This is an optimization exercise on Yosys and OpenROAD, whose aim is a short achievable clock period and few clock cycles, not a production implementation. RTL that was checked went through simulation tests only; none was proved equivalent to the original. Power figures rest on the tool's default switching activity, not on a simulated workload.

==> v39: inputs <==
==> flow/design.v (excerpt) <==
module Pipeline_top(
    input         clk,
    input         rst,
    output [31:0] imem_addr,
    input  [31:0] imem_rdata,
    output [31:0] dmem_addr,
    output [31:0] dmem_wdata,
    output        dmem_we,
    input  [31:0] dmem_rdata
);
Settings: LEC_CHECK=0, CAP_MARGIN=20, CORE_MARGIN=2, CORE_UTILIZATION=40, SLEW_MARGIN=20; clock period 10.0 ns.
standard.sh (not shown) runs the stock make flow with config.mk's settings and CLKGATE_MAP_FILE= SYNTH_SCRIPT=/design/flow/synth_recipe.tcl, a recipe that flattens the netlist after the stock synthesis.
==> flow/flow/run.sh <==
#!/bin/bash
# Standard ORFS layout with a larger setup-slack target for the timing repair
# steps (the constraints and clock period are the standard flow's own).
set -euo pipefail
bash standard.sh SETUP_SLACK_MARGIN=7 finish > standard_flow.log 2>&1
==> inputs of v25, as changes to v39 <==
--- a/flow/design.v
+++ b/flow/design.v
@@ -13,12 +13,13 @@
     localparam TB = 10 - BB;         
     reg  [31:0] pcF;                 
     reg  [BN-1:0] pcI;               
     reg  [31:0] pcOn;                
     reg         vD;
     reg  [31:0] instrD, pcD;
+    reg         pdB, pdT, pdBS;      
     reg         hitD, predTD;
     reg  [11:0] bimmD;
     reg         regwE, memwE, loadE, brE, predTE;
     reg         bneE;
     reg  [4:0]  rdE;
     reg         addE, subE, andE, orE, sltE;
@@ -68,12 +69,13 @@
             f_bimm = f_bimm | ({12{fm[k]}} & btb_imm[k*12 +: 12]);
         end
     end
     wire        f_hit   = |fm;
     wire        f_predT = |(fm & btb_pred);
     wire [31:0] pc4F    = pcF + 32'd4;
+    wire        f_isB   = (imem_rdata[6:0] == 7'b1100011);
     wire [6:0] op     = instrD[6:0];
     wire [4:0] rdD    = instrD[11:7];
     wire [2:0] f3     = instrD[14:12];
     wire [4:0] rs1    = instrD[19:15];
     wire [4:0] rs2    = instrD[24:20];
     wire isR = (op == 7'b0110011);
@@ -82,13 +84,12 @@
     wire isS = (op == 7'b0100011);
     wire isB = (op == 7'b1100011);
     wire use1 = isR | isI | isL | isS | isB;
     wire regwD = vD & (isR | isI | isL) & (rdD != 5'd0);
     wire [31:0] immI = {{20{instrD[31]}}, instrD[31:20]};
     wire [31:0] immS = {{20{instrD[31]}}, instrD[31:25], instrD[11:7]};
-    wire [31:0] immB = {{20{instrD[31]}}, instrD[7], instrD[30:25], instrD[11:8], 1'b0};
     wire aluop = isR | isI;
     wire sltD  = aluop & (f3 == 3'b010);
     wire orD   = aluop & (f3 == 3'b110);
     wire andD  = aluop & (f3 == 3'b111);
     wire addD  = ~(sltD | orD | andD);
     wire subD  = (isR & (f3 == 3'b000) & instrD[30]) | sltD;
@@ -103,20 +104,23 @@
     wire fb_m = bReg & fs_m;
     wire [31:0] srcA = fa_w ? resM : rf1;
     wire [31:0] srcS = fs_w ? resM : rf2;
     wire [31:0] srcB = bReg ? srcS : (isS ? immS : immI);
     wire stall = vD & loadE & regwE & ((use1 & (rdE == rs1)) | (bReg & (rdE == rs2)));
     wire [31:0] pc4D    = pcD + 32'd4;
-    wire [13:0] tlo     = {1'b0, pcD[12:0]} + {1'b0, immB[12:0]};
+    wire [12:0] immBt   = {pdBS, instrD[7], instrD[30:25], instrD[11:8], 1'b0};
+    wire [13:0] tlo     = {1'b0, pcD[12:0]} + {1'b0, immBt};
     wire [18:0] hiP1    = pcD[31:13] + 19'd1;
     wire [18:0] hiM1    = pcD[31:13] - 19'd1;
-    wire        hiSame  = instrD[31] ? tlo[13] : ~tlo[13];
-    wire [18:0] thi     = hiSame ? pcD[31:13] : (instrD[31] ? hiM1 : hiP1);
+    wire        hiSame  = pdBS ? tlo[13] : ~tlo[13];
+    wire [18:0] thiC1   = pdBS ? pcD[31:13] : hiP1;      
+    wire [18:0] thiC0   = pdBS ? hiM1 : pcD[31:13];      
+    wire [18:0] thi     = tlo[13] ? thiC1 : thiC0;
     wire [31:0] tgtD    = {thi, tlo[12:0]};
-    wire        staticT = isB & ((f3 == 3'b001) | instrD[31]);
-    wire        mismD   = hitD & predTD & ~(isB & (immB[12:1] == bimmD));
+    wire        staticT = pdT;
+    wire        mismD   = hitD & predTD & ~(pdB & (immBt[12:1] == bimmD));
     wire        predTD2 = (hitD & ~mismD) ? predTD : staticT;
     wire        id_redirect = vD & ~stall & (mismD | (~hitD & staticT));
     wire [31:0] id_pc   = staticT ? tgtD : pc4D;
     wire killE = redirM;             
     wire [31:0] A  = opAE;
     wire [31:0] BX = opBXE;
@@ -151,12 +155,15 @@
             vD <= 1'b1;
         end
     end
     always @(posedge clk) begin
         if (!stall) begin
             instrD <= imem_rdata;
+            pdB    <= f_isB;
+            pdT    <= f_isB & ((imem_rdata[14:12] == 3'b001) | imem_rdata[31]);
+            pdBS   <= f_isB & imem_rdata[31];
             pcD    <= pcF;
             hitD   <= f_hit;
             predTD <= f_predT;
             bimmD  <= f_bimm;
         end
     end
@@ -186,13 +193,13 @@
         fsLE   <= fs_m & loadE;
         opAE   <= fa_m ? aluE : srcA;
         opBXE  <= (fb_m ? aluE : srcB) ^ {32{subD}};
         sdE    <= srcS;
         altE   <= predTD2 ? pc4D : tgtD;
         tgtE   <= tgtD;
-        bimmE  <= immB[12:1];
+        bimmE  <= immBt[12:1];
         aokE   <= hiSame & (tlo[12] == pcD[12]);
         bidxE  <= pcD[BB+1:2];
         btagE  <= pcD[11:BB+2];
     end
     always @(posedge clk or negedge rst) begin
         if (!rst) begin
==> qor summary <==
| quantity | v25 | v39 |
|---|---|---|
| Outcome | timing/DRC/antenna clean | timing/DRC/antenna clean |
| Total wire length | 337000 um | 340000 um |
| Final clock-cell share | 0.0615 | 0.0627 |
| Met2 routed WL | 152000 um | 156000 um |
| Capturing element type of the critical path | flip-flop | output pin |
| Slew margin rel. | 0.216 | 0.113 |
| Top cell type's share of synthesized area | 0.540 | 0.540 |
| FILL cells | 19900 | 19400 |
| Clock network power | 8.39 mW | 8.70 mW |
| Worst reg-to-reg setup slack | 6.53 ns | 6.61 ns |
| Min cycle time layout | 3.47 ns | 3.45 ns |
| Stages on the worst setup path | 13 | 2 |
| Pwr/cell area | 184 nW/um^2 | 185 nW/um^2 |
| Mean post-synth cell area | 15.9 sq um | 15.9 sq um |
| Sequential Power | 11.2 mW | 11.3 mW |
| Gate Count Post-Synth | 6123 | 6103 |
| Vias/cell | 6.30 | 6.30 |
| Final clock skew | 0.0323 ns | 0.0663 ns |
| First-pass iteration count of the detailed router | 6 | 7 |
| Average detailed-routed wire length per instance | 33.6 um | 33.7 um |
| Amount of wire on met3 after detailed routing | 35500 um | 38100 um |
| Share of the synthesized area in compound gates (AO/OA/AOI/OAI) | 0.0735 | 0.0704 |
Function was not checked in any run of this note: the RTL went through the layout flow alone.

* * *

==> v3: inputs <==
Another version of the RTL of Pipeline_top (not shown whole).
==> flow/config.mk <==
export PLATFORM = sky130hd
export DESIGN_NAME = Pipeline_top
export DESIGN_NICKNAME = Pipeline_top
export VERILOG_FILES = /design/flow/design.v
export SDC_FILE = /design/flow/constraint.sdc
export NUM_CORES = 4
export LEC_CHECK = 0
export CAP_MARGIN = 20
export CORE_MARGIN = 2
export CORE_UTILIZATION = 60
export GPL_TIMING_DRIVEN = 1
export SLEW_MARGIN = 20
==> flow/constraint.sdc <==
create_clock -name core_clock -period 10.0 [get_ports {clk}]
set_input_delay 2.0000 -clock core_clock [delete_from_list [all_inputs] [get_ports {clk}]]
set_output_delay 2.0000 -clock core_clock [all_outputs]
set_load 0.01 [all_outputs]
Scripts as last shown in full above: flow/flow/run.sh
==> inputs of v20, as changes to v3 <==
--- a/flow/design.v
+++ b/flow/design.v
@@ -101,11 +101,11 @@
     wire [31:0] B  = fbME ? aluM : opBE;
     wire [31:0] BX = ({32{fbMPE}} & aluM) | ({32{fbMNE}} & aluMn) | opBXE;
     wire [31:0] SD = fsME ? aluM : sdE;
     wire [32:0] sum33 = {A, 1'b1} + {BX, subE};
     wire [31:0] sum   = sum33[32:1];
-    wire        lt    = $signed(A) < $signed(B);
+    wire        lt    = (A[31] ^ B[31]) ? A[31] : (A[30:0] < B[30:0]);
     wire [31:0] aluE  = ({32{addE}} & sum) |
                         ({32{andE}} & (A & B)) |
                         ({32{orE}}  & (A | B)) |
                         {31'd0, sltE & lt};
     wire eq     = (A == B);
--- a/flow/config.mk
+++ b/flow/config.mk
@@ -5,8 +5,7 @@
 export SDC_FILE = /design/flow/constraint.sdc
 export NUM_CORES = 4
 export LEC_CHECK = 0
 export CAP_MARGIN = 20
 export CORE_MARGIN = 2
-export CORE_UTILIZATION = 60
-export GPL_TIMING_DRIVEN = 1
+export CORE_UTILIZATION = 40
 export SLEW_MARGIN = 20
==> qor.yml <==
synth.cell_area_um2: 93170
seqPwrFrac_pct: 46.4
crit_chain: "buf_12 -> buf_16 -> mux4_2 -> a22oi_2 -> nand2_2 -> ha_4 -> and4b_1 -> and2b_2 -> or3b_1 -> o31ai_1 -> nor3_1 -> nand4_1 -> and4bb_4 -> buf_12 -> buf_16 -> o41ai_4"
antenna_found_initial: 5
drt_iter0_markers: 7946
worst_r2r_endpoint: "btb_pred[6]"
status: "timing/DRC/antenna clean"
n_all_inverters: 214
arrival_ns: 4.38
sh_seq_area_pct: 50.88
p_per_area_nw_per_um2: 224.3
clockPowerShare_pct: 31.7
multi_input_area_share_pct: 32.33
rrSetupSlack_ns: 6.18
fin_area_um2: 113700
path_depth: 16
(the above is from v3)
==> qor.yml <==
status: "timing/DRC/antenna clean"
path_depth: 15
synth.cell_area_um2: 93210
fin_area_um2: 116700
crit_chain: "buf_12 -> mux4_2 -> a22o_1 -> a221oi_4 -> inv_2 -> ha_4 -> a21boi_4 -> nand2_4 -> mux2i_1 -> or3_4 -> a221o_1 -> a211oi_4 -> buf_6 -> clkbuf_16 -> o41ai_2"
drt_iter0_markers: 7212
sh_seq_area_pct: 49.62
clockPowerShare_pct: 31.6
worst_r2r_endpoint: "btb_pred[13]"
multi_input_area_share_pct: 32.08
(the above is from v20)
Testbench counts of v20, summed over its fixed seeds: cycles 96,020.
The RTL of v3 was laid out without a check of its function.

afterwards: timing with drivers on the ports:
The results above use ideal ports. As a check the final layouts listed here were re-extracted and re-timed, cells and wires unchanged.
Step 1 sets driving cells, clkbuf_16 on the clock port and buf_2 on the other inputs (assumed; they add their load-dependent delay and slew).
Step 2 times the ports against the registers' clock, not the clock port: input delays grow and output delays shrink by t, the midpoint of the rising clock arrivals with the driver on.
Slacks: no drivers / after step 1 / after step 2; pairs: no drivers / after step 1.
run	t (ns)	setup slack, ns	hold slack, ns
v39	0.958	6.546 / 6.456 / 5.733	0.322 / 0.322 / 0.322
v25	0.968	6.532 / 6.457 / 6.030	0.321 / 0.321 / 0.321
v3	0.905	6.177 / 6.177 / 6.065	0.329 / 0.329 / 0.329
v20	0.930	5.978 / 5.978 / 5.978	0.329 / 0.329 / 0.329
After both steps every run listed still meets setup and hold. The setup slack of v39, which loses most, moves by -0.090 ns with the drivers and by -0.813 ns with both steps.
